Source: an optimization exercise on an open RTL-to-GDS flow (aim: small area). Production flows keep margins and buffers that such runs may drop.
Function was checked by simulation only, so behaviour that the tests miss may differ from the original.

==> flow/design.v (excerpt) <==
module top_level (
    input clk, reset,
    input logic signed [10:0] sig_modulated_fixed_real,
    input logic signed [10:0] sig_modulated_fixed_imag,
    input logic signed [10:0] demod_Lo_real,
    input logic signed [10:0] demod_Lo_imag,
    output logic signed [61:0] sig_demod_30_real,
    output logic signed [61:0] sig_demod_30_imag
);
Settings: LEC_CHECK=0, CAP_MARGIN=20, CORE_MARGIN=2, CORE_UTILIZATION=50, GPL_TIMING_DRIVEN=0, SETUP_SLACK_MARGIN=0.2, SLEW_MARGIN=20, SYNTH_HIERARCHICAL=1, SYNTH_MINIMUM_KEEP_SIZE=0; clock period 10.0 ns.
standard.sh (not shown) runs the stock make flow with config.mk's settings and CLKGATE_MAP_FILE= SYNTH_SCRIPT=/design/flow/synth_recipe.tcl, a recipe that flattens the netlist after the stock synthesis.
==> flow/flow/run.sh <==
#!/bin/bash
# The standard layout, with smaller port buffers: buffer_ports otherwise picks
# clkdlybuf4s50_1 for every port.
set -euo pipefail
export BUFFER_PORTS_ARGS="-buffer_cell sky130_fd_sc_hd__buf_2"
bash standard.sh > standard.log 2>&1
Next try:
==> flow/run.sh (new file) <==
#!/bin/bash
# synth_recipe.tcl (not shown) runs the flow's synth.tcl, then flattens the netlist and writes it again
# the make line also repeats each setting of config.mk as NAME=value (left out here)
make -C /OpenROAD-flow-scripts/flow DESIGN_CONFIG=/design/flow/config.mk WORK_HOME=/design/flow/orfs CLKGATE_MAP_FILE= SYNTH_SCRIPT=/design/flow/synth_recipe.tcl finish
- SETUP_SLACK_MARGIN: 0.2 -> not set
removed: flow/flow/run.sh
removed: flow/standard.sh
Cell area rises by 4.0%.
Via count goes up by 1.3%.
Routed wire length grows by 3.6%.
Critical path depth drops by 5.
Count of clock-buffer cells in the layout drops by 4.
Worst hold slack is about the same.

Another version of the RTL of top_level (not shown whole).
For scale: roughly 2500 cells after synthesis, about 170 flip-flops, roughly 170 I/O pins.
Settings: LEC_CHECK=0, CAP_MARGIN=20, CORE_MARGIN=2, CORE_UTILIZATION=45, CTS_BUF_LIST=sky130_fd_sc_hd__clkbuf_8, GPL_TIMING_DRIVEN=1, SETUP_SLACK_MARGIN=0.1, SLEW_MARGIN=20, SYNTH_HIERARCHICAL=1, SYNTH_MINIMUM_KEEP_SIZE=0; clock period 10.0 ns.
==> flow/flow/run.sh <==
#!/bin/bash
# The standard layout with smaller port buffers: buffer_ports otherwise picks
# clkdlybuf4s50_1 for every port. Outputs get buf_1 (from a hook run before
# global placement), inputs buf_4.
set -euo pipefail
export PRE_GLOBAL_PLACE_TCL="$(pwd)/flow/hook_out.tcl"
export BUFFER_PORTS_ARGS="-inputs -buffer_cell sky130_fd_sc_hd__buf_4"
bash standard.sh > standard.log 2>&1
==> flow/flow/hook_out.tcl <==
# buffer the outputs with the smallest buffer; global_place.tcl then buffers the inputs
buffer_ports -outputs -buffer_cell sky130_fd_sc_hd__buf_1
Then changed:
- CORE_UTILIZATION: 45 -> 50
Global-route usage rises by 2.7 points.
Non-clock buffer count goes down by 9.
Via count falls slightly.
Setup slack improved by 0.15 ns.

== old ==
RTL: one of the versions met above, not the one the previous note started from.
For scale: ~170 flip-flops, roughly 170 I/O pins, about 25000 sq um of cells after synthesis.
## top_level
module top_level (
    input clk, reset,
    input logic signed [10:0] sig_modulated_fixed_real,
    input logic signed [10:0] sig_modulated_fixed_imag,
    input logic signed [10:0] demod_Lo_real,
    input logic signed [10:0] demod_Lo_imag,
    output logic signed [61:0] sig_demod_30_real,
    output logic signed [61:0] sig_demod_30_imag
);
==> flow/config.mk <==
export PLATFORM = sky130hd
export DESIGN_NAME = top_level
export DESIGN_NICKNAME = top_level
export VERILOG_FILES = /design/flow/design.v
export SDC_FILE = /design/flow/constraint.sdc
export NUM_CORES = 4
export LEC_CHECK = 0
export CAP_MARGIN = 20
export CORE_MARGIN = 2
export CORE_UTILIZATION = 50
export GPL_TIMING_DRIVEN = 0
export SETUP_SLACK_MARGIN = 0.2
export SLEW_MARGIN = 20
export SYNTH_HIERARCHICAL = 1
export SYNTH_MINIMUM_KEEP_SIZE = 0
==> flow/constraint.sdc <==
create_clock -name core_clock -period 10.0 [get_ports {clk}]
set_input_delay 2.0000 -clock core_clock [delete_from_list [all_inputs] [get_ports {clk}]]
set_output_delay 2.0000 -clock core_clock [all_outputs]
set_load 0.01 [all_outputs]
==> flow/flow/run.sh <==
#!/bin/bash
# The standard layout, with smaller port buffers: buffer_ports otherwise picks
# clkdlybuf4s50_1 for every port.
set -euo pipefail
export BUFFER_PORTS_ARGS="-buffer_cell sky130_fd_sc_hd__buf_1"
bash standard.sh > standard.log 2>&1
old has completed all stages; timing, DRC and antenna checks passed.
### old -> new
Settings: putting CTS_BUF_LIST at sky130_fd_sc_hd__clkbuf_8 where nothing was set; swapping 0.2 for 0.1 in SETUP_SLACK_MARGIN.
--- a/flow/flow/run.sh
+++ b/flow/flow/run.sh
@@ -4,3 +4,3 @@
 set -euo pipefail
-export BUFFER_PORTS_ARGS="-buffer_cell sky130_fd_sc_hd__buf_1"
+export BUFFER_PORTS_ARGS="-buffer_cell sky130_fd_sc_hd__buf_2"
 bash standard.sh > standard.log 2>&1
Notes after the runs:
- Slack of the worst reg-to-reg path, new and old: lower on old
- Relative to old, global-route wire length before repair increased by 0.67% in new.
- The final reports for new and old show non-clock buffer instance count of the final layout lower in the former.
- Run comparison: old launch point of the critical path sig_modulated_fixed_imag[5]; new launch point of the critical path sig_modulated_fixed_real[6]
- Compared with old, new shows a core utilization that is 1.1 points lower.
- Going from old to new, the final worst-path cycle share was found to have gone up by 1.8 points.
- Compared with old, in new sum of routed wire length over all layers -240 um, sum of net half-perimeters after detailed placement did not really move, cell count of the worst reg-to-reg path barely changed.

==> separate check: timing with driven ports <==
No port has a modelled driver above. Below, the same layouts with a new extraction and two added sets of constraints. Step 1 (the two cells are an assumption about what drives the block):
set clk [get_ports {clk}]
set_driving_cell -lib_cell sky130_fd_sc_hd__clkbuf_16 $clk
set_driving_cell -lib_cell sky130_fd_sc_hd__buf_2 [delete_from_list [all_inputs] $clk]
Step 2 also shifts input and output timing later by t, the mid clock arrival at the registers, as if the neighbouring blocks saw the same clock. Three values: ideal ports, drivers, drivers and shift; two values: the first two.
run | t, ns | setup slack, ns | clock arrival spread, ns | worst data-port slew with drivers (ns) | cell pins on the clock port's net
the first run of note 1 | 0.495 | 0.396 / 0.408 / -0.088 | 0.011 / 0.011 | 0.08 | 1
the second run of note 1 | 0.501 | 0.210 / 0.242 / -0.259 | 0.016 / 0.016 | 0.04 | 1
the first run of note 2 | 0.546 | 0.453 / 0.481 / -0.066 | 0.022 / 0.023 | 0.06 | 1
the second run of note 2 | 0.529 | 0.602 / 0.617 / 0.088 | 0.020 / 0.020 | 0.06 | 1
old | 0.499 | 0.423 / 0.455 / -0.044 | 0.017 / 0.018 | 0.06 | 1
new | 0.542 | 0.244 / 0.268 / -0.274 | 0.015 / 0.015 | 0.06 | 1
Met with ideal ports but missed after step 2: setup timing in 5 of these runs. For the first run of note 2, which loses most, drivers alone change the setup slack by +0.028 ns; drivers and shift together by -0.519 ns.
